Source: an optimization exercise on an open RTL-to-GDS flow (aim: small area). Production flows keep margins and buffers that such runs may drop.
Where RTL was checked, it was by simulation tests only, not by an equivalence proof against the original.
Only the layout flow was run in run 2; the RTL was not checked for function there.
Power is estimated from default activity; no workload was simulated.

## flow/config.mk

```make
export PLATFORM = sky130hd
export DESIGN_NAME = USFFT64_2B
export DESIGN_NICKNAME = USFFT64_2B
export VERILOG_FILES = /design/flow/design.v
export SDC_FILE = /design/flow/constraint.sdc
export NUM_CORES = 4
export LEC_CHECK = 0
export CAP_MARGIN = 20
export CORE_MARGIN = 2
export CORE_UTILIZATION = 45
export PLACE_DENSITY = 0.55
export SLEW_MARGIN = 20
```

## flow/constraint.sdc

```tcl
create_clock -name core_clock -period 10.0 [get_ports {CLK}]
set_input_delay 2.0000 -clock core_clock [delete_from_list [all_inputs] [get_ports {CLK}]]
set_output_delay 2.0000 -clock core_clock [all_outputs]
set_load 0.01 [all_outputs]
```

## flow/design.v

```verilog
`timescale 10 ps / 1ps
`timescale 1ps / 1ps
`timescale 10 ps / 1ps
module WROM64 ( WI ,WR ,ADDR );
	parameter nw=15;	
	input [5:0] ADDR ;
	wire [5:0] ADDR ;
	output [nw-1:0] WI ;
	wire [nw-1:0] WI ;
	output [nw-1:0] WR ;
	wire [nw-1:0] WR ;
	parameter signed  [15:0] c0 = 16'h7fff;  
	parameter signed  [15:0] s0 = 16'h0000;   
	parameter signed  [15:0] c1 = 16'h7f62;   
	parameter signed  [15:0] s1 = 16'h0c8c;   
	parameter signed  [15:0] c2 = 16'h7d8a;   
	parameter signed  [15:0] s2 = 16'h18f9 ;   
	parameter signed  [15:0] c3 = 16'h7a7d;   
	parameter signed  [15:0] s3 = 16'h2528;   
	parameter signed  [15:0] c4 = 16'h7642;   
	parameter signed  [15:0] s4 = 16'h30fc;   
	parameter signed  [15:0] c5 = 16'h70e3;   
	parameter signed  [15:0] s5 = 16'h3c57;   
	parameter signed  [15:0] c6 = 16'h6a6e;   
	parameter signed  [15:0] s6 = 16'h471d ;   
	parameter signed  [15:0] c7 = 16'h62f2;   
	parameter signed  [15:0] s7 = 16'h5134;   
	parameter signed  [15:0] c8 = 16'h5a82;   
	parameter[31:0] w0= {c0,-s0};   
	parameter[31:0] w1= {c1,-s1};
	parameter[31:0] w2= {c2,-s2};
	parameter[31:0] w3= {c3,-s3};
	parameter[31:0] w4= {c4,-s4};
	parameter[31:0] w5= {c5,-s5};
	parameter[31:0] w6= {c6,-s6};
	parameter[31:0] w7= {c7,-s7};
	parameter[31:0] w8= {c8,-c8};
	parameter[31:0] w9= {s7,-c7};
	parameter[31:0] w10= {s6,-c6};
	parameter[31:0] w12= {s4,-c4};
	parameter[31:0] w14= {s2,-c2};
	parameter[31:0] w15= {s1,-c1};
	parameter[31:0] w16= {s0,-c0};
	parameter[31:0] w18= {-s2, -c2};
	parameter[31:0] w20= {-s4, -c4};
	parameter[31:0] w21= {-s5, -c5};
	parameter[31:0] w24= {-c8, -c8};
	parameter[31:0] w25= {-c7, -s7};
	parameter[31:0] w28= {-c4, -s4};
	parameter[31:0] w30= {-c2, -s2};
	parameter[31:0] w35= {-c3, s3};
	parameter[31:0] w36= {-c4, s4};
	parameter[31:0] w42= {-s6, c6};
	parameter[31:0] w49= {s1, c1};
	reg [31:0] wf [0:63] ;	 
	integer	i;
	always@(ADDR) begin
			for( i =0; i<8; i=i+1) 	 wf[i] =w0;					
			for( i =8; i<63; i=i+8)  wf[i] =w0;					
			wf[9] =w1 ; wf[10] =w2 ;    wf[11] =w3 ;wf[12] =w4 ;
			wf[13] =w5 ;wf[14] =w6 ;   wf[15] =w7 ;
			wf[17] =w2 ;wf[18] =w4 ;   wf[19] =w6 ;wf[20] =w8 ;
			wf[21] =w10 ;wf[22] =w12 ;wf[23] =w14;
			wf[25] =w3 ;wf[26] =w6 ;   wf[27] =w9 ;wf[28] =w12 ;
			wf[29] =w15 ;wf[30] =w18 ;wf[31] =w21;
			wf[33] =w4 ;wf[34] =w8 ;	wf[35] =w12 ;wf[36] =w16 ;
			wf[37] =w20 ;wf[38] =w24 ;wf[39] =w28;
			wf[41] =w5 ;wf[42] =w10 ;	wf[43] =w15 ;wf[44] =w20 ;
			wf[45] =w25 ;wf[46] =w30 ;wf[47] =w35;
			wf[49] =w6 ;wf[50] =w12 ;	wf[51] =w18 ;wf[52] =w24 ;
			wf[53] =w30 ;wf[54] =w36 ;wf[55] =w42;
			wf[57] =w7 ;wf[58] =w14 ;	wf[59] =w21 ;wf[60] =w28 ;
			wf[61] =w35 ;wf[62] =w42 ;wf[63] =w49;
		end
	parameter[31:0] wi0= {c0,s0};   
	parameter[31:0] wi1= {c1,s1};
	parameter[31:0] wi2= {c2,s2};
	parameter[31:0] wi3= {c3,s3};
	parameter[31:0] wi4= {c4,s4};
	parameter[31:0] wi5= {c5,s5};
	parameter[31:0] wi6= {c6,s6};
	parameter[31:0] wi7= {c7,s7};
	parameter[31:0] wi8= {c8,c8};
	parameter[31:0] wi9= {s7,c7};
	parameter[31:0] wi10= {s6,c6};
	parameter[31:0] wi12= {s4,c4};
	parameter[31:0] wi14= {s2,c2};
	parameter[31:0] wi15= {s1,c1};
	parameter[31:0] wi16= {s0,c0};
	parameter[31:0] wi18= {-s2, c2};
	parameter[31:0] wi20= {-s4, c4};
	parameter[31:0] wi21= {-s5, c5};
	parameter[31:0] wi24= {-c8, c8};
	parameter[31:0] wi25= {-c7, s7};
	parameter[31:0] wi28= {-c4, s4};
	parameter[31:0] wi30= {-c2, s2};
	parameter[31:0] wi35= {-c3, -s3};
	parameter[31:0] wi36= {-c4, -s4};
	parameter[31:0] wi42= {-s6, -c6};
	parameter[31:0] wi49= {s1, -c1};		 
	reg [31:0] wb [0:63] ;	 
	always@(ADDR) begin
			for( i =0; i<8; i=i+1) 	 wb[i] =wi0;					
			for( i =8; i<63; i=i+8)  wb[i] =wi0;					
			wb[9] =wi1 ; wb[10] =wi2 ;    wb[11] =wi3 ;wb[12] =wi4 ;
			wb[13] =wi5 ;wb[14] =wi6 ;   wb[15] =wi7 ;
			wb[17] =wi2 ;wb[18] =wi4 ;   wb[19] =wi6 ;wb[20] =wi8 ;
			wb[21] =wi10 ;wb[22] =wi12 ;wb[23] =wi14;
			wb[25] =wi3 ;wb[26] =wi6 ;   wb[27] =wi9 ;wb[28] =wi12 ;
			wb[29] =wi15 ;wb[30] =wi18 ;wb[31] =wi21;
			wb[33] =wi4 ;wb[34] =wi8 ;	wb[35] =wi12 ;wb[36] =wi16 ;
			wb[37] =wi20 ;wb[38] =wi24 ;wb[39] =wi28;
			wb[41] =wi5 ;wb[42] =wi10 ;	wb[43] =wi15 ;wb[44] =wi20 ;
			wb[45] =wi25 ;wb[46] =wi30 ;wb[47] =wi35;
			wb[49] =wi6 ;wb[50] =wi12 ;	wb[51] =wi18 ;wb[52] =wi24 ;
			wb[53] =wi30 ;wb[54] =wi36 ;wb[55] =wi42;
			wb[57] =wi7 ;wb[58] =wi14 ;	wb[59] =wi21 ;wb[60] =wi28 ;
			wb[61] =wi35 ;wb[62] =wi42 ;wb[63] =wi49;
		end	  
	wire[31:0] reim;		
	assign reim = wb[ADDR];
	assign WR =reim[31:32-nw];
	assign WI=reim[15 :16-nw];
endmodule
`timescale 1 ns / 1 ps
`timescale 10 ps / 1ps
module BUFRAM64C1 ( CLK ,RST ,ED ,START ,DR ,DI ,RDY ,DOR ,DOI );
	parameter nb=13;
	output RDY ;
	reg RDY ;
	output [nb-1:0] DOR ;
	wire [nb-1:0] DOR ;
	output [nb-1:0] DOI ;
	wire [nb-1:0] DOI ;
	input CLK ;
	wire CLK ;
	input RST ;
	wire RST ;
	input ED ;
	wire ED ;
	input START ;
	wire START ;
	input [nb-1:0] DR ;
	wire [nb-1:0] DR ;
	input [nb-1:0] DI ;
	wire [nb-1:0] DI ;
	reg [5:0] addr;
	reg [7:0] ct2;		 
	always @(posedge CLK)	 
		begin
			if (RST) begin
					addr<=6'b000000;
					ct2<= 7'b1000001;  
				RDY<=1'b0; end
			else if (START) begin 
					addr<=6'b000000;
					ct2<= 6'b000000;  
				RDY<=1'b0;end
			else if (ED)	begin
					RDY<=1'b0;
					addr<=addr+1; 
					if (ct2!=65) 
					ct2<=ct2+1;
					if (ct2==64) 
					RDY<=1'b1;
				end 
		end
	localparam W = 2*nb;
	localparam PAD = 13;
	reg [W-1:0] pad [0:PAD-1];
	reg [W-1:0] dla [0:27];
	reg [W-1:0] dlb [0:13];
	reg [W-1:0] dlc [0:6];
	reg [W-1:0] ra, rb, rc;
	wire [5:0] ia = addr - PAD;
	wire [5:0] ib = addr - (PAD+29);
	wire [5:0] ic = addr - (PAD+29+15);
	wire sa = ia[5] & ~ia[2];
	wire sb = ib[4] & ~ib[1];
	wire sc = ic[3] & ~ic[0];
	wire [W-1:0] xa = pad[PAD-1];
	wire [W-1:0] oa = sa ? xa : dla[27];
	wire [W-1:0] na = sa ? dla[27] : xa;
	wire [W-1:0] ob = sb ? ra : dlb[13];
	wire [W-1:0] nb_ = sb ? dlb[13] : ra;
	wire [W-1:0] oc = sc ? rb : dlc[6];
	wire [W-1:0] nc = sc ? dlc[6] : rb;
	integer k;
	always @(posedge CLK) begin
			if (ED) begin
					pad[0] <= {DR,DI};
					for (k=1; k<PAD; k=k+1) pad[k] <= pad[k-1];
					dla[0] <= na;
					for (k=1; k<28; k=k+1) dla[k] <= dla[k-1];
					ra <= oa;
					dlb[0] <= nb_;
					for (k=1; k<14; k=k+1) dlb[k] <= dlb[k-1];
					rb <= ob;
					dlc[0] <= nc;
					for (k=1; k<7; k=k+1) dlc[k] <= dlc[k-1];
					rc <= oc;
				end
		end
	assign	DOR=rc[W-1:nb];
	assign	DOI=rc[nb-1:0];
endmodule
`timescale 1ps / 1ps  
`timescale 10 ps / 1ps
module FFT8 ( DOR ,DII ,RST ,ED ,CLK ,DOI ,START ,DIR ,RDY );
	parameter nb=13;	
	input ED ;
	wire ED ;
	input RST ;
	wire RST ;
	input CLK ;
	wire CLK ;
	input [nb-1:0] DII ;
	wire [nb-1:0] DII ;
	input START ;
	wire START ;
	input [nb-1:0] DIR ;
	wire [nb-1:0] DIR ;
	output [nb+2:0] DOI ;
	wire [nb+2:0] DOI ;
	output [nb+2:0] DOR ;
	wire [nb+2:0] DOR ;
	output RDY ;
	reg RDY ;		   
	reg [2:0] ct;  
	reg [3:0] ctd;  
	always @(   posedge CLK) begin	 
			if (RST)	begin
					ct<=0; 
					ctd<=15; 
				RDY<=0;  end
			else if (START)	  begin
					ct<=0; 
					ctd<=0;	
				RDY<=0;   end
			else if (ED) begin	
					RDY<=0; 
					ct<=ct+1;	
					if (ctd !=4'b1111)
						ctd<=ctd+1;		
					if (ctd==12 ) 
						RDY<=1;
				end 
		end	   
	reg signed	[nb-1: 0] dr,d1r,d2r,d3r,d4r,di,d1i,d2i,d3i,d4i;
	always @(posedge CLK)	   
		begin
			if (ED) 	begin
					dr<=DIR;  
					d1r<=dr;  
					d2r<=d1r;
					d3r<=d2r;
					d4r<=d3r;				
					di<=DII;  
					d1i<=di;  
					d2i<=d1i;
					d3i<=d2i;
					d4i<=d3i;				
				end
		end 	
	reg signed	[nb:0]	s1r,s2r,s1d1r,s1d2r,s1d3r,s2d1r,s2d2r,s2d3r;
	reg signed	[nb:0]	s1i,s2i,s1d1i,s1d2i,s1d3i,s2d1i,s2d2i,s2d3i;
	always @(posedge CLK)	begin		    
			if (ED && ((ct==5) || (ct==6) || (ct==7) || (ct==0))) begin
					s1r<=d4r + dr ;
					s1i<=d4i + di ;
					s2r<=d4r - dr ;
					s2i<= d4i - di;
				end	
			if	(ED)   begin
					s1d1r<=s1r;
					s1d2r<=s1d1r;	  
					s1d1i<=s1i;
					s1d2i<=s1d1i;	  
					if (ct==0 || ct==1)	 begin	   
							s1d3r<=s1d2r;
							s1d3i<=s1d2i;
						end
					if (ct==6 || ct==7 || ct==0) begin
							s2d1r<=s2r;
							s2d2r<=s2d1r;
							s2d1i<=s2i;
							s2d2i<=s2d1i;
						end		  
					if (ct==0) begin
							s2d3r<=s2d2r;
							s2d3i<=s2d2i;
						end 
				end
		end			  
	reg signed [nb+1:0]	s3r,s4r,s3d1r,s3d2r,s3d3r;
	reg signed [nb+1:0]	s3i,s4i,s3d1i,s3d2i,s3d3i;
	always @(posedge CLK)	begin		   
			if (ED)  
				case (ct) 
					0: begin s3r<=  s1d2r+s1r;	 	    
						s3i<= s1d2i+ s1i ;end  
					1: begin s3r<=  s1d3r - s1d1r;	 	  
						s3i<= s1d3i - s1d1i; end 
					2: begin s3r<= s1d3r +s1r;	 	  
						s3i<= s1d3i+ s1i ; end
					3: begin s3r<=  s1d3r - s1r;	 	 
						s3i<= s1d3i - s1i ; end
				endcase
			if	(ED) begin
					if (ct==1 || ct==2 || ct==3) begin
							s3d1r<=s3r;						 
							s3d1i<=s3i;
						end 
					if ( ct==2 || ct==3) begin
							s3d2r<=s3d1r;	  				 
							s3d3r<=s3d2r;				    
							s3d2i<=s3d1i;	  
							s3d3i<=s3d2i;
						end 
				end 		  
		end 		  		
	always @ (posedge CLK)	begin		   
			if (ED)	begin
					if (ct==1) begin
							s4r<= s2d2r + s2r;
						s4i<= s2d2i + s2i; end
					else if (ct==2) begin
							s4r<=s2d2r - s2r;
							s4i<= s2d2i - s2i;
						end 
				end 
		end 
	assign	em = ((ct==2 || ct==3 || ct==4)&& ED);
	wire signed [nb+1:0] m4m7r,m4m7i;
	MPU707 #(nb) UMR( .CLK(CLK),.EI(em),.DI(s4r),.DO(m4m7r));	  
	MPU707 #(nb) UMI( .CLK(CLK),.EI(em),.DI(s4i),	.DO(m4m7i));	  
	reg signed [nb+1:0]	sjr,sji, m6r,m6i;
	always @ (posedge CLK)	begin		    
			if (ED) begin	
					case  (ct) 
						3: begin sjr<= s2d1i;	                 
							sji<=0 - s2d1r; end
						4: begin sjr<= m4m7i;	 
							sji<=0 - m4m7r;end
						6: begin sjr<= s3i;		 
							sji<=0 - s3r;	  end
					endcase
					if (ct==4) begin
							m6r<=sjr;				  
							m6i<=sji;
						end
				end 
		end 	
	reg 	signed [nb+2:0]	s5r,s5d1r,s5d2r,q1r;
	reg 	signed [nb+2:0]	s5i,s5d1i,s5d2i,q1i;
	always @ (posedge CLK)		      
		if (ED)	  
			case  (ct) 
				5: begin q1r<=s2d3r +m4m7r ;	    
						q1i<=s2d3i +m4m7i ;	 
						s5r<=m6r + sjr;
					s5i<=m6i + sji; end
				6: begin 	s5r<=m6r - sjr;
						s5i<=m6i - sji;								  
						s5d1r<=s5r;
					s5d1i<=s5i; end
				7: begin	 s5r<=s2d3r - m4m7r;
						s5i<=s2d3i - m4m7i;	  
						s5d1r<=s5r;
						s5d1i<=s5i;
						s5d2r<=s5d1r;
						s5d2i<=s5d1i;
					end
			endcase
	reg 	signed [nb+3:0]	s6r,s6i	;
			always @ (posedge CLK)	begin		  
			if (ED)  
				case  (ct) 
					5: begin s6r<=s3d3r +s3d1r ;	   
						s6i<=s3d3i +s3d1i ;end	    
					6:  begin 
								s6r<=q1r + s5r ;	              
							s6i<=q1i + s5i ; end	 
						7:   begin 
								s6r<=s3d2r +sjr ;	          
							s6i<=s3d2i +sji ;	   end
					0:   begin 
								s6r<=s5r - s5d1r ;	                
							s6i<= s5i - s5d1i ;end	   
					1:begin	s6r<=s3d3r - s3d1r ;	     
						s6i<=s3d3i - s3d1i ; end
					2:   begin 
								s6r<=s5r + s5d1r ;	               
							s6i<=s5i + s5d1i ; end	   
					3:  begin 
								s6r<= s3d3r - sjr ;	         
							s6i<=s3d3i - sji ;	end
					4:   begin 
								s6r<= q1r - s5d2r ;	          
							s6i<=  q1i - s5d2i ;	end
				endcase
		end	  
	assign #1	DOR=s6r[nb+2:0];
	assign #1	DOI= s6i[nb+2:0];
endmodule
`timescale 10 ps / 1ps
module MPU707 ( CLK ,DO ,DI ,EI );
parameter nb=13; 
	input CLK ;
	wire CLK ;
	input [nb+1:0] DI ;
	wire signed [nb+1:0] DI ;
	input EI ;
	wire EI ;
	output [nb+1:0] DO ;
	reg [nb+1:0] DO ;	 
	reg signed [nb+5 :0] dx5;	 
	reg signed	[nb+2 : 0] dt;		   
	wire signed [nb+6 : 0]  dx5p; 
	wire  signed  [nb+6 : 0] dot;	
	always @(posedge CLK)
		begin
			if (EI) begin
					dx5<=DI+(DI <<2);	  
					dt<=DI;		  
					DO<=dot >>>4;	
				end 
		end		 
	assign   dot=	(dx5p+(dt>>>4)+(dx5>>>12));	    
		assign	dx5p=(dx5<<1)+(dx5>>>2);		 
endmodule
`timescale 1 ns / 1 ps		 
`timescale 10 ps / 1ps
module CNORM ( CLK ,ED ,START ,DR ,DI ,SHIFT ,OVF ,RDY ,DOR ,DOI );
	parameter nb=13;	
	output OVF ;
	reg OVF ;
	output RDY ;
	reg RDY ;
	output [nb+1:0] DOR ;
	wire [nb+1:0] DOR ;
	output [nb+1:0] DOI ;
	wire [nb+1:0] DOI ;
	input CLK ;
	wire CLK ;
	input ED ;
	wire ED ;
	input START ;
	wire START ;
	input [nb+2:0] DR ;
	wire [nb+2:0] DR ;
	input [nb+2:0] DI ;
	wire [nb+2:0] DI ;
	input [1:0] SHIFT ;
	wire [1:0] SHIFT ;
wire[nb+2:0]	 diri,diii;
assign diri = DR << SHIFT;
assign diii = DI << SHIFT;	 
reg [nb+2:0]	dir,dii;
    always @( posedge CLK )    begin
			if (ED)	  begin
					dir<=diri[nb+2:1];
     				dii<=diii[nb+2:1];
		end 
	end  
 always @( posedge CLK ) 	begin
		  	if (ED)	  begin
				RDY<=START;
				if (START) 
					OVF<=0;
				else   
					case (SHIFT) 
					2'b01 : OVF<= (DR[nb+2] != DR[nb+1]) || (DI[nb+2] != DI[nb+1]);
					2'b10 : OVF<= (DR[nb+2] != DR[nb+1]) || (DI[nb+2] != DI[nb+1]) ||
						(DR[nb+2] != DR[nb]) || (DI[nb+2] != DI[nb]);
					2'b11 : OVF<= (DR[nb+2] != DR[nb+1]) || (DI[nb+2] != DI[nb+1])||
						(DR[nb+2] != DR[nb]) || (DI[nb+2] != DI[nb]) ||
						(DR[nb+2] != DR[nb+1]) || (DI[nb-1] != DI[nb-1]);
					endcase						
				end
			end 
	assign DOR= dir;
	assign DOI= dii;
endmodule
`timescale 1ps / 1ps
`timescale 10 ps / 1ps
module ROTATOR64 (CLK ,RST,ED,START, DR,DI, DOR, DOI,RDY  );
	parameter nb=13;	
	parameter nw=15;	
	input RST ;
	wire RST ;
	input CLK ;
	wire CLK ;
	input ED ;  
	input [nb+1:0] DI;   
	wire [nb+1:0]  DI ;
	input [nb+1:0]  DR ;  
	input START ;		    
	wire START ;
	output [nb+1:0]  DOI ;  
	wire [nb+1:0]  DOI ;
	output [nb+1:0]  DOR ;  
	wire [nb+1:0]  DOR ;
	output RDY ;	    
	reg RDY ;		 
	reg [5:0] addrw;
	reg sd1,sd2;
	always	@( posedge CLK)	   
		begin
			if (RST) begin
					addrw<=0;
					sd1<=0;
					sd2<=0;
					RDY<=1'b0;
				end
			else if (START && ED)  begin
					addrw[5:0]<=0;
					sd1<=START;
					sd2<=0;		 
				end
			else if (ED) 	  begin
					addrw<=addrw+1; 
					sd1<=START;
					sd2<=sd1;
					RDY<=sd2;	 
				end
		end			  
		wire signed [nw-1:0] wr,wi;  
	WROM64 UROM( .ADDR(addrw),	.WR(wr),.WI(wi) );	
	reg signed [nb+1 : 0] drd,did;
	reg signed [nw-1 : 0] wrd,wid;
	wire signed [nw+nb+1 : 0] drri,drii,diri,diii;
	reg signed [nb+2:0] drr,dri,dir,dii,dwr,dwi;
	assign  	drri=drd*wrd;  
	assign	diri=did*wrd;  
	assign	drii=drd*wid;
	assign	diii=did*wid;  
	always @(posedge CLK)	  
		begin
			if (ED) begin	
					drd<=DR;
					did<=DI;
					wrd<=wr;
					wid<=wi;
					drr<=drri[nw+nb+1 :nw-1];  
					dri<=drii[nw+nb+1 : nw-1];
					dir<=diri[nw+nb+1 : nw-1];
					dii<=diii[nw+nb+1 : nw-1];
					dwr<=drr - dii;				
					dwi<=dri + dir;  
				end	 
		end 		
	assign DOR=dwr[nb+2:1];       
	assign DOI=dwi[nb+2 :1];
endmodule
`timescale 1 ns / 1 ps
`timescale 10 ps / 1ps
module USFFT64_2B ( CLK ,RST ,ED ,START ,SHIFT ,DR ,DI ,RDY ,OVF1 ,OVF2 ,ADDR ,DOR ,DOI );
	parameter nb=13;		  	 		 
	output RDY ;   			 
	wire RDY ;
	output OVF1 ;			 
	wire OVF1 ;
	output OVF2 ;			 
	wire OVF2 ;
	output [5:0] ADDR ;	 
	wire [5:0] ADDR ;
	output [nb+2:0] DOR ; 
	wire [nb+2:0] DOR ;	  
	output [nb+2:0] DOI ; 
	wire [nb+2:0] DOI ;
	input CLK ;        			 
	wire CLK ;
	input RST ;				 
	wire RST ;
	input ED ;					 
	wire ED ;
	input START ;  			 
	wire START ;			 	 
	input [3:0] SHIFT ;		 
	wire [3:0] SHIFT ;	   	 
	input [nb-1:0] DR ;		 
	wire [nb-1:0] DR ;	     
	input [nb-1:0] DI ;		 
	wire [nb-1:0] DI ;
	wire [nb-1:0] dr1,di1;
	wire [nb+1:0] dr3,di3,dr4,di4, dr5,di5 ;
	wire [nb+2:0] dr2,di2;
	wire [nb+4:0] dr6,di6; 	
	wire [nb+2:0] dr7,di7,dr8,di8;   
	wire rdy1,rdy2,rdy3,rdy4,rdy5,rdy6,rdy7,rdy8;			 
	reg [5:0] addri ;
	BUFRAM64C1 #(nb) U_BUF1(.CLK(CLK), .RST(RST), .ED(ED),	.START(START),
	.DR(DR),	.DI(DI),			.RDY(rdy1),	.DOR(dr1), .DOI(di1));	   
	FFT8 #(nb) U_FFT1(.CLK(CLK), .RST(RST), .ED(ED),
		.START(rdy1),.DIR(dr1),.DII(di1),
		.RDY(rdy2),	.DOR(dr2),.	DOI(di2));	
	wire	[1:0] shiftl=	 SHIFT[1:0]; 
	CNORM #(nb) U_NORM1( .CLK(CLK),	.ED(ED),   
		.START(rdy2),	 
		.DR(dr2),	.DI(di2),
		.SHIFT(shiftl),  
		.OVF(OVF1),
		.RDY(rdy3),
		.DOR(dr3),.DOI(di3));	
	ROTATOR64 U_MPU (.CLK(CLK),.RST(RST),.ED(ED),
		.START(rdy3),. DR(dr3),.DI(di3),
		.RDY(rdy4), .DOR(dr4),	.DOI(di4));
	BUFRAM64C1 #(nb+2) U_BUF2(.CLK(CLK),.RST(RST),.ED(ED),	 
		.START(rdy4),. DR(dr4),.DI(di4),
		.RDY(rdy5), .DOR(dr5),	.DOI(di5));	 
	FFT8 #(nb+2) U_FFT2(.CLK(CLK), .RST(RST), .ED(ED),
		.START(rdy5),. DIR(dr5),.DII(di5),
		.RDY(rdy6), .DOR(dr6),	.DOI(di6));
	wire	[1:0] shifth=	 SHIFT[3:2]; 
	CNORM #(nb+2) U_NORM2 ( .CLK(CLK),	.ED(ED),
		.START(rdy6),	 
		.DR(dr6),	.DI(di6),
		.SHIFT(shifth),  
		.OVF(OVF2),
		.RDY(rdy7),
		.DOR(dr7),	.DOI(di7));
		BUFRAM64C1  #(nb+3) 	Ubuf3(.CLK(CLK),.RST(RST),.ED(ED),	 
		.START(rdy7),. DR(dr7),.DI(di7),
		.RDY(rdy8), .DOR(dr8),	.DOI(di8));	 	
	always @(posedge CLK)	begin	 
			if (RST)
				addri<=6'b000000;
			else if (rdy8==1 )  
				addri<=6'b000000;
			else if (ED)
				addri<=addri+1; 
		end
		assign ADDR=  addri ;
	assign	DOR=dr8;
	assign	DOI=di8;
	assign	RDY=rdy8;	
endmodule
```

## flow/run.sh

```bash
#!/bin/bash
# synth_recipe.tcl (not shown) runs the flow's synth.tcl, then flattens the netlist and writes it again
# the make line also repeats each setting of config.mk as NAME=value (left out here)
make -C /OpenROAD-flow-scripts/flow DESIGN_CONFIG=/design/flow/config.mk WORK_HOME=/design/flow/orfs CLKGATE_MAP_FILE= SYNTH_SCRIPT=/design/flow/synth_recipe.tcl finish
```

==> metrics.md, run 1 <==
| Metric | Value |
|---|---|
| Top-level port count | `75` |
| Normalized max-slew margin | `0.0692` |
| Outcome | `complete, no violations` |
| Die ar. | `about 0.74 mm^2` |
| Crit Path Class | `flip-flop to flip-flop` |
| Critical path buffer and inverter count | `7` |
| Required time of the critical path | `roughly 11 ns` |
| Most used flip-flop cell after synthesis | `edfxtp_1` |
| Post-detailed-routing wire length | `~650 mm` |
| Pin slew with the least headroom to its limit | `about 1.4 ns` |
| Largest net degree at the start of global routing | `roughly 200` |
| Die width | `~860 um` |
| Postcts setup bufs | `0` |
| Residual DRC | `0` |
| Critical Path Slowest Stage Cell | `a2111oi_1` |
| Clock tree sinks | `7,744` |
| Overall Global Routing Usage | `0.173` |
| Share of flip-flops with an asynchronous set or reset after synthesis | `0` |
| Initial antenna violation count | `34` |
| Highest fanout seen on the critical path | `16` |
| Crit path launch type | `flip-flop` |
| Final setup violation count | `0` |
| Crit end category | `flip-flop` |
| Total congestion overflow after global routing | `0` |
| Path class of the lowest-slack min-delay path | `flip-flop to flip-flop` |
| Most common library cell in the layout ignoring fill and taps | `edfxtp_1` |
| Global-route wire length before repair | `approximately 1000 mm` |
| Root buf cell | `clkbuf_16` |
| Longest individual stage delay on the worst path | `approximately 0.83 ns` |
| Synthesized netlist cell count | `approximately 21,000` |
| Share of the clock period used by the worst path after layout | `0.782` |
| Final Hold Violating Endpoints | `0` |
| Power density cells | `roughly 280 mW/mm^2` |
| Number of global-route vias before repair | `about 160k` |
| Leading cell types in the layout, fill and taps excluded | `edfxtp_1, inv_1, nand2_1` |
| IR drop worst, VDD | `a little under 0.0007 V` |
| CTS buffer count | `~800` |
| Minimum clock period after layout | `between 7 and 8 ns` |
| Total leakage power | `136 nW` |
| I/O Buffers | `74` |
| RSZ-0062 raised after global routing | `no` |
| Mean routed wirelength per cell | `between 20 and 25 um` |
| Number of hold-repair buffers added at the cts stage | `0` |
| Count of max-cap constraint violations | `0` |
| Post-synth EDFFs | `~7,700` |
| Area growth from synthesis to layout | `11.9%` |
| Buffers from clock root to sink, at most | `4` |
| Max Clk Rate | `roughly 130 MHz` |
| Remaining antenna violation count after routing | `0` |
| Number of library cell types mapped by synthesis | `88` |
| Area of the core region | `between 0.7 and 0.8 mm^2` |
| Overall via count from detail_route | `roughly 160k` |
| Clock transition at path regs | `~0.060 ns` |
| First drt pass iteration count | `7` |
| 1st-iter DRT viols | `between 10,000 and 15,000` |
| Clock skew after layout | `about 0.090 ns` |
| Avg Synthesized Cell Area | `15.9 um^2` |
| Post-synthesis cell area | `0.329 mm^2` |
| Setup Total Neg Slack | `0 ns` |
| Final slew viol count | `0` |
| Post-DP HPWL | `approximately 440 mm` |
| Count of standard-cell rows | `about 310` |
| Post-synthesis sequential element count | `7,744` |
| Yosys warning total | `30` |
| CTS tree | `yes` |
| Number of levels the H-tree was split into | `6` |
| Share of cells above drive strength 1 | `0.0882` |
| Dominant delay contributor by cell family on the critical path | `adder cells` |
| Die boundary height | `~860 um` |
| Arrival time at the worst endpoint | `between 8 and 9 ns` |
| Initial cell density of the core | `0.451` |
| Share of the core filled with cells in the final layout | `0.505` |
| Weighted congestion at the end of routability-driven global placement | `0.866` |
| Total chip power | `between 0.1 and 0.15 W` |
| PostCTS Resize Cnt | `0` |
| Post-detailed-route via-to-cell ratio | `approximately 5` |
| Synthesized net count | `around 23,000` |
| Later-pin clock latency in the skew report | `1.15 ns` |
| Final #Nets | `23,600` |
| Sequential fraction of the synthesis area | `0.704` |
per-stage QoR:
stage | hold slack (ns) | cells | setup WS (ns) | instance area, um^2
after global placement | 0.400 | 30100 | 1.95 | 342000
after CTS | 0.355 | 31600 | 2.09 | 368000
final | 0.367 | 31600 | 2.18 | 368000
after detailed placement | 0.405 | 30100 | 2.11 | 342000
after global routing | 0.356 | 31600 | 1.77 | 368000
after floorplan | 0.400 | 20700 | 2.09 | 329000
cells by family after synthesis:
group / after synthesis / share of synthesized area
xor+xnor: 1130 / 0.0301
flops: 7744 / 0.704
compound gates: 2615 / 0.0506
fa+ha+maj: 2344 / 0.113
simple gates: 4181 / 0.0596
buf+inv: 2188 / 0.0250
mux: 473 / 0.0177
final timing paths:
check                        to  slack, ns           from  cells past startpoint
setup / recovery  U_MPU.drr[14]       2.18   U_MPU.drd[6]                     25
hold / removal    U_FFT1.d4i[2]       0.37  U_FFT1.d3i[2]                      0
setup reg to reg  U_MPU.drr[14]       2.18   U_MPU.drd[6]                     25
hold reg to reg   U_FFT1.d4i[2]       0.37  U_FFT1.d3i[2]                      0
power by group:
| part | switching, W | internal, W | leakage (nW) |
|---|---|---|---|
| clock network | 0.0127 | 0.0166 | 12.5 |
| logic | 0.0186 | 0.0141 | 48.5 |
| registers | 0.00148 | 0.0405 | 75.0 |
| total | 0.0328 | 0.0712 | 136 |
area by class of cell:
cell class | count | area, um^2
tap | 9638 | 12100
fill | 60500 | 362000
inverter | 1671 | 6270
clock buffer | 968 | 20700
multi-input combinational | 10700 | 89300
timing repair buffer | 302 | 2870
sequential | 7744 | 232000
antenna | 12 | 30.0
clock inverter | 493 | 5250
routing by layer:
| metal | wire (um) | vias up | GRT usage |
|---|---|---|---|
| met5 | 13 | - | 0 |
| met3 | 27300 | 1089 | 0.0239 |
| li1 | - | 76600 | - |
| met1 | 294000 | 81600 | 0.243 |
| met4 | 21800 | 2 | 0.0539 |
| met2 | 305000 | 2943 | 0.282 |
synth_stat cells (all sizes together) (39+ instances only):
| cell | instances | area share |
|---|---|---|
| and2 | 441 | 0.0084 |
| or2 | 41 | 0.00078 |
| o21a | 83 | 0.0019 |
| fa | 1034 | 0.063 |
| a21oi | 799 | 0.012 |
| a21boi | 45 | 0.0010 |
| xnor2 | 748 | 0.020 |
| clkbuf | 459 | 0.0052 |
| nor2b | 145 | 0.0028 |
| o31ai | 73 | 0.0017 |
| nand2 | 1584 | 0.018 |
| nand4 | 49 | 0.00093 |
| nor4 | 48 | 0.00091 |
| edfxtp | 7668 | 0.70 |
| o21ai | 619 | 0.0094 |
| inv | 1666 | 0.019 |
| a221o | 39 | 0.0012 |
| nand3 | 165 | 0.0025 |
| mux4 | 50 | 0.0034 |
| ha | 1310 | 0.050 |
| dfxtp | 76 | 0.0046 |
| a22oi | 48 | 0.0011 |
| nand2b | 105 | 0.0020 |
| a31oi | 78 | 0.0015 |
| o21bai | 131 | 0.0030 |
| a221oi | 96 | 0.0026 |
| o41ai | 43 | 0.0011 |
| a211oi | 72 | 0.0016 |
| or3 | 179 | 0.0034 |
| xor2 | 382 | 0.010 |
| nor2 | 871 | 0.0099 |
| nor3b | 54 | 0.0012 |
| a21o | 166 | 0.0038 |
| mux2i | 63 | 0.0019 |
| buf | 58 | 0.00069 |
| o211ai | 45 | 0.0010 |
| nor3 | 321 | 0.0049 |
| mux2 | 360 | 0.012 |
| and3 | 105 | 0.0020 |
worst reg2reg max path: cells and delay by family (launching register included):
kind / cells / cell delay (ns)
AO/OA/AOI/OAI: 8 / 2.45
XOR/XNOR: 1 / 0.16
adder cells (fa/ha/maj): 7 / 3.38
buffers and inverters: 7 / 0.62
flip-flops: 1 / 0.61
AND/OR/NAND/NOR: 2 / 0.38
sequential cells by signal (all words and copies together) (netlist names), 224 cells and up:
signal,cells
Ubuf3.dlb,448
U_BUF1.dla,728
U_BUF2.pad,390
U_BUF2.dlb,420
Ubuf3.dla,896
U_BUF1.pad,338
Ubuf3.pad,416
Ubuf3.dlc,224
U_BUF2.dla,840
U_BUF1.dlb,364
==> run 2: changes to the inputs <==
--- a/flow/design.v
+++ b/flow/design.v
@@ -125,4 +125,53 @@
 `timescale 1 ns / 1 ps
 `timescale 10 ps / 1ps
+module RAM2x64C_1 ( CLK ,ED ,WE ,ODD ,ADDRW ,ADDRR ,DR ,DI ,DOR ,DOI );
+	parameter nb=13;	
+	output [nb-1:0] DOR ;
+	wire [nb-1:0] DOR ;
+	output [nb-1:0] DOI ;
+	wire [nb-1:0] DOI ;
+	input CLK ;
+	wire CLK ;
+	input ED ;
+	wire ED ;
+	input WE ;	      
+	wire WE ;
+	input ODD ;	   
+	wire ODD ;
+	input [5:0] ADDRW ;
+	wire [5:0] ADDRW ;
+	input [5:0] ADDRR ;
+	wire [5:0] ADDRR ;
+	input [nb-1:0] DR ;
+	wire [nb-1:0] DR ;
+	input [nb-1:0] DI ;
+	wire [nb-1:0] DI ;	
+	reg	oddd,odd2;
+	always @( posedge CLK) begin  
+			if (ED)	begin
+					oddd<=ODD;
+					odd2<=oddd;
+				end
+		end 
+	wire [6:0] addrr2 = {ODD,ADDRR};
+	wire [6:0] addrw2 = {~ODD,ADDRW};
+	wire [2*nb-1:0] di= {DR,DI} ;	
+	wire [2*nb-1:0] doi;	
+	reg [2*nb-1:0] ram [127:0];
+	reg [6:0] read_addra;
+	always @(posedge CLK) begin
+			if (ED)
+				begin
+					if (WE)
+						ram[addrw2] <= di;
+					read_addra <= addrr2;
+				end
+		end
+	assign doi = ram[read_addra];				 
+	assign	DOR=doi[2*nb-1:nb];		  
+	assign	DOI=doi[nb-1:0];		  
+endmodule
+`timescale 1 ns / 1 ps
+`timescale 10 ps / 1ps
 module BUFRAM64C1 ( CLK ,RST ,ED ,START ,DR ,DI ,RDY ,DOR ,DOI );
 	parameter nb=13;
@@ -145,5 +194,7 @@
 	input [nb-1:0] DI ;
 	wire [nb-1:0] DI ;
-	reg [5:0] addr;
+	wire odd, we;
+	wire [5:0] addrw,addrr;
+	reg [6:0] addr;
 	reg [7:0] ct2;		 
 	always @(posedge CLK)	 
@@ -166,42 +217,12 @@
 				end 
 		end
-	localparam W = 2*nb;
-	localparam PAD = 13;
-	reg [W-1:0] pad [0:PAD-1];
-	reg [W-1:0] dla [0:27];
-	reg [W-1:0] dlb [0:13];
-	reg [W-1:0] dlc [0:6];
-	reg [W-1:0] ra, rb, rc;
-	wire [5:0] ia = addr - PAD;
-	wire [5:0] ib = addr - (PAD+29);
-	wire [5:0] ic = addr - (PAD+29+15);
-	wire sa = ia[5] & ~ia[2];
-	wire sb = ib[4] & ~ib[1];
-	wire sc = ic[3] & ~ic[0];
-	wire [W-1:0] xa = pad[PAD-1];
-	wire [W-1:0] oa = sa ? xa : dla[27];
-	wire [W-1:0] na = sa ? dla[27] : xa;
-	wire [W-1:0] ob = sb ? ra : dlb[13];
-	wire [W-1:0] nb_ = sb ? dlb[13] : ra;
-	wire [W-1:0] oc = sc ? rb : dlc[6];
-	wire [W-1:0] nc = sc ? dlc[6] : rb;
-	integer k;
-	always @(posedge CLK) begin
-			if (ED) begin
-					pad[0] <= {DR,DI};
-					for (k=1; k<PAD; k=k+1) pad[k] <= pad[k-1];
-					dla[0] <= na;
-					for (k=1; k<28; k=k+1) dla[k] <= dla[k-1];
-					ra <= oa;
-					dlb[0] <= nb_;
-					for (k=1; k<14; k=k+1) dlb[k] <= dlb[k-1];
-					rb <= ob;
-					dlc[0] <= nc;
-					for (k=1; k<7; k=k+1) dlc[k] <= dlc[k-1];
-					rc <= oc;
-				end
-		end
-	assign	DOR=rc[W-1:nb];
-	assign	DOI=rc[nb-1:0];
+assign	addrw=	addr[5:0];
+assign	odd=addr[6];	   			 
+assign	addrr={addr[2 : 0], addr[5 : 3]};	   
+assign	we = ED;	  
+	RAM2x64C_1 #(nb)	URAM(.CLK(CLK),.ED(ED),.WE(we),.ODD(odd),
+	.ADDRW(addrw),	.ADDRR(addrr),
+	.DR(DR),.DI(DI),
+	.DOR(DOR),	.DOI(DOI));	   
 endmodule
 `timescale 1ps / 1ps  
==> run 2 against run 1 <==
Still clean on timing, DRC and antenna. Total power up 56%. Maximum frequency decreased by 2.6%. Via count rose by 83%. Global-route usage up 7.3 points. Critical path depth decreased by 18. Design area rose by 78%. Sequential power grew 65%. Routed wire length is 150% higher. Sequential share of layout area shrank 1.9 points. Largest power group unchanged. Highest routed layer unchanged.
==> metrics.md, run 2 <==
| Metric | Value |
|---|---|
| Outcome | `complete, no violations (unchanged)` |
| Total congestion overflow after global routing | `0 (unchanged)` |
| Largest reg by FF count | `Ubuf3.URAM.ram (was Ubuf3.dla)` |
| Final #Nets | `34,000 (was 23,600)` |
| Arrival time at the worst endpoint | `6.03 ns (was 8.64 ns)` |
| Post-detailed-routing wire length | `1610 mm (was 649 mm)` |
| Yosys warning total | `21 (was 30)` |
| Clock skew after layout | `0.115 ns (was 0.0898 ns)` |
| Avg Synthesized Cell Area | `19.0 um^2 (was 15.9 um^2)` |
| Most used flip-flop cell after synthesis | `edfxtp_1 (unchanged)` |
| Post-synth EDFFs | `13,200 (was 7,668)` |
| 1st-iter DRT viols | `33,300 (was 13,500)` |
| Global-route wire length before repair | `2290 mm (was 992 mm)` |
| Number of flip-flops under the largest register name | `4,096 (was 896)` |
| Most numerous cell in the Yosys netlist | `edfxtp_1 (unchanged)` |
| Buffers from clock root to sink, at most | `6 (was 4)` |
| Number of library cell types mapped by synthesis | `89 (was 88)` |
| Clock transition at path regs | `0.06 ns (about the same)` |
| Die ar. | `1.30 mm^2 (was 0.738 mm^2)` |
| Initial cell density of the core | `0.450 (was 0.451)` |
| Largest cells by area after synthesis | `edfxtp_1, mux4_2, fa_1, ha_1, xnor2_1 (was edfxtp_1, fa_1, ha_1, xnor2_1, inv_1)` |
| Overall via count from detail_route | `297,000 (was 162,000)` |
| IR drop worst, VDD | `0.000936 V (was 0.000681 V)` |
| Post-synthesis sequential element count | `13,300 (was 7,744)` |
| Highest fanout seen on the critical path | `47 (was 16)` |
| Launch point of the worst hold path | `U_FFT2.d1i[8] (was U_FFT1.d3i[2])` |
| Most used standard cells in the synthesized netlist | `edfxtp_1, mux4_2, inv_1, nor2_1, ha_1 (was edfxtp_1, inv_1, nand2_1, ha_1, fa_1)` |
| Worst r2r src | `U_MPU.drd[14] (was U_MPU.drd[6])` |
| Post-synthesis cell area | `0.580 mm^2 (was 0.329 mm^2)` |
| Count of standard-cell rows | `417 (was 314)` |
| Required time of the critical path | `8.00 ns (was 10.83 ns)` |
| Crit end category | `primary output (was flip-flop)` |
| CTS buffer count | `1,494 (was 796)` |
| Clock tree sinks | `13,300 (was 7,744)` |
| Minimum clock period after layout | `8.03 ns (was 7.82 ns)` |
| Final slew viol count | `0 (unchanged)` |
| Met3 wirelength from detailed routing | `110 mm (was 27.3 mm)` |
| Number of hold-repair buffers added at the cts stage | `0 (unchanged)` |
| Wire length on met1 | `688 mm (was 294 mm)` |
| Final setup violation count | `0 (unchanged)` |
| Number of levels the H-tree was split into | `7 (was 6)` |
| Number of global-route vias before repair | `304,000 (was 164,000)` |
| Total leakage power | `214 nW (was 136 nW)` |
| Post-detailed-route via-to-cell ratio | `5.95 (was 5.14)` |
| Top routing layer used | `met5 (unchanged)` |
| Later-pin clock latency in the skew report | `1.32 ns (was 1.15 ns)` |
| Sequential fraction of the synthesis area | `0.688 (was 0.704)` |
| Overall Global Routing Usage | `0.246 (was 0.173)` |
| Cell total after placement | `47,300 (was 30,100)` |
| Post-Place Setup Slack | `2.02 ns (was 2.11 ns)` |
| Yosys top cell area share | `0.685 (was 0.700)` |
| Postcts setup bufs | `0 (unchanged)` |
| Filler Cells Inserted | `104,000 (was 60,500)` |
| Crit path launch type | `flip-flop (unchanged)` |
| Largest net degree at the start of global routing | `137 (was 202)` |
| Pin slew with the least headroom to its limit | `1.24 ns (was 1.40 ns)` |
| Share of cells above drive strength 1 | `0.224 (was 0.0882)` |
| RSZ-0062 raised after global routing | `no (unchanged)` |
| Post-Layout Cell Count | `49,900 (was 31,600)` |
| Share of the clock period used by the worst path after layout | `0.803 (was 0.782)` |
| First drt pass iteration count | `6 (was 7)` |
| Share of flip-flops with an asynchronous set or reset after synthesis | `0 (unchanged)` |
| Power density cells | `248 mW/mm^2 (was 282 mW/mm^2)` |
| Normalized max-slew margin | `0.166 (was 0.0692)` |
| Most area-hungry cell type in the Yosys netlist | `edfxtp_1 (unchanged)` |
| Die boundary height | `1.14 mm (was 859 um)` |
| Remaining antenna violation count after routing | `0 (unchanged)` |
| Synthesized net count | `32,800 (was 23,100)` |
| Total chip power | `0.162 W (was 0.104 W)` |
| Final Hold Violating Endpoints | `0 (unchanged)` |
| I/O Buffers | `74 (unchanged)` |
| Top-level port count | `75 (unchanged)` |
| Leading cell types in the layout, fill and taps excluded | `edfxtp_1, mux4_2, inv_1 (was edfxtp_1, inv_1, nand2_1)` |
| Met2 wirelength from detailed routing | `771 mm (was 305 mm)` |
| Post-DP HPWL | `977 mm (was 437 mm)` |
| Most common library cell in the layout ignoring fill and taps | `edfxtp_1 (unchanged)` |
| Area growth from synthesis to layout | `12.8% (was 11.9%)` |
| Max Clk Rate | `125 MHz (was 128 MHz)` |
| Initial antenna violation count | `165 (was 34)` |
| PostCTS Resize Cnt | `0 (unchanged)` |
| Root buf cell | `clkbuf_16 (unchanged)` |
| Final WS setup | `1.97 ns (was 2.18 ns)` |
| Die width | `1.14 mm (was 859 um)` |
| Synthesized netlist cell count | `30,500 (was 20,700)` |
| Crit Path Class | `flip-flop to primary output (was flip-flop to flip-flop)` |
| Mean routed wirelength per cell | `32.3 um (was 20.6 um)` |
| Registers with the highest flip-flop counts | `Ubuf3.URAM.ram (4096), U_BUF2.URAM.ram (3840), U_BUF1.URAM.ram (3328) (was Ubuf3.dla (896), U_BUF2.dla (840), U_BUF1.dla (728))` |
| Path class of the lowest-slack min-delay path | `flip-flop to flip-flop (unchanged)` |
| Area of the core region | `1.29 mm^2 (was 0.730 mm^2)` |
| Count of max-cap constraint violations | `0 (unchanged)` |
| Residual DRC | `0 (unchanged)` |
| Weighted congestion at the end of routability-driven global placement | `0.868 (was 0.866)` |
| Setup Total Neg Slack | `0 ns (unchanged)` |
| CTS tree | `yes (unchanged)` |
| Hold Slack | `0.406 ns (was 0.367 ns)` |
[run 2: report_power, final]
| part | switching [W] | leakage (nW) | total [W] | internal, W |
|---|---|---|---|---|
| logic | 0.0249 | 71.1 | 0.0404 | 0.0155 |
| registers | 0.00144 | 121 | 0.0690 | 0.0675 |
| clock network | 0.0220 | 22.4 | 0.0526 | 0.0306 |
| total | 0.0484 | 214 | 0.162 | 0.114 |
[run 2: final timing paths]
| check | slack [ns] | depth (start not counted) | to |
|---|---|---|---|
| hold reg to reg | 0.41 | 0 | U_FFT2.d2i[8] |
| setup reg to reg | 2.11 | 22 | U_MPU.drr[14] |
| hold / removal | 0.41 | 0 | U_FFT2.d2i[8] |
| setup / recovery | 1.97 | 7 | DOI[10] |
[run 2: area by class of cell]
cell class,count,area [um^2],share of cell area
flip-flops and latches,13300,399000,0.610
multi-input cells,14200,173000,0.264
clock buffers,1818,39000,0.0596
well taps,17200,21500,0.0329
diodes,60,150,0.000230
inverters,1613,6060,0.00927
clock inverters,791,6950,0.0106
repair buffers,959,8330,0.0127
[run 2: critical path, cell delays in order (launching register included)]
cell	delay (ns)
dfxtp_4	1.07
buf_12	0.44
buf_12	0.38
mux4_2	0.61
mux4_2	0.53
mux4_2	0.55
mux2_2	0.45
clkdlybuf4s50_1	0.54
[run 2: cell families (layout without fill, tap and decap cells)]
group | count (synthesis) | in the layout | synth area share
compound gates | 2619 | 2619 | 0.0288
other cells | 0 | 60 | 0
fa+ha+maj | 2349 | 2349 | 0.0641
simple gates | 4173 | 4173 | 0.0338
flops | 13300 | 13300 | 0.688
mux | 3908 | 3908 | 0.149
buf+inv | 2945 | 5181 | 0.0193
xor+xnor | 1142 | 1142 | 0.0172
[run 2: stage by stage]
stage	util	instance area, um^2
floorplan	-	580000
global placement	0.472	608000
detailed placement	0.472	608000
CTS	0.508	654000
global route	0.508	654000
finish	0.508	654000
[run 2: layer usage]
layer  vias to the layer above  GRT usage
li1                     124000          -
met1                    161000      0.356
met2                     10400      0.396
met3                      2013     0.0361
met4                        30     0.0616
met5                         -          0

## re-timing with driven ports
The results above use ideal ports. As a check the final layouts listed here were re-extracted and re-timed, cells and wires unchanged. Step 1, drivers: a clkbuf_16 drives CLK and a buf_2 each remaining input, both assumed. Step 2, shift: input delay + t, output delay - t, t = (earliest + latest rising clock arrival at the registers) / 2. This alone moves slack from input paths to output paths. Three values: ideal, step 1, step 2; two values: the first two.
run | shift t [ns] | setup slack, ns | cell pins on the clock port's net
run 1 | 1.239 | 2.184 / 2.184 / 2.184 | 1
run 2 | 1.433 | 1.972 / 1.807 / 2.110 | 1
After both steps every run listed still meets setup and hold.
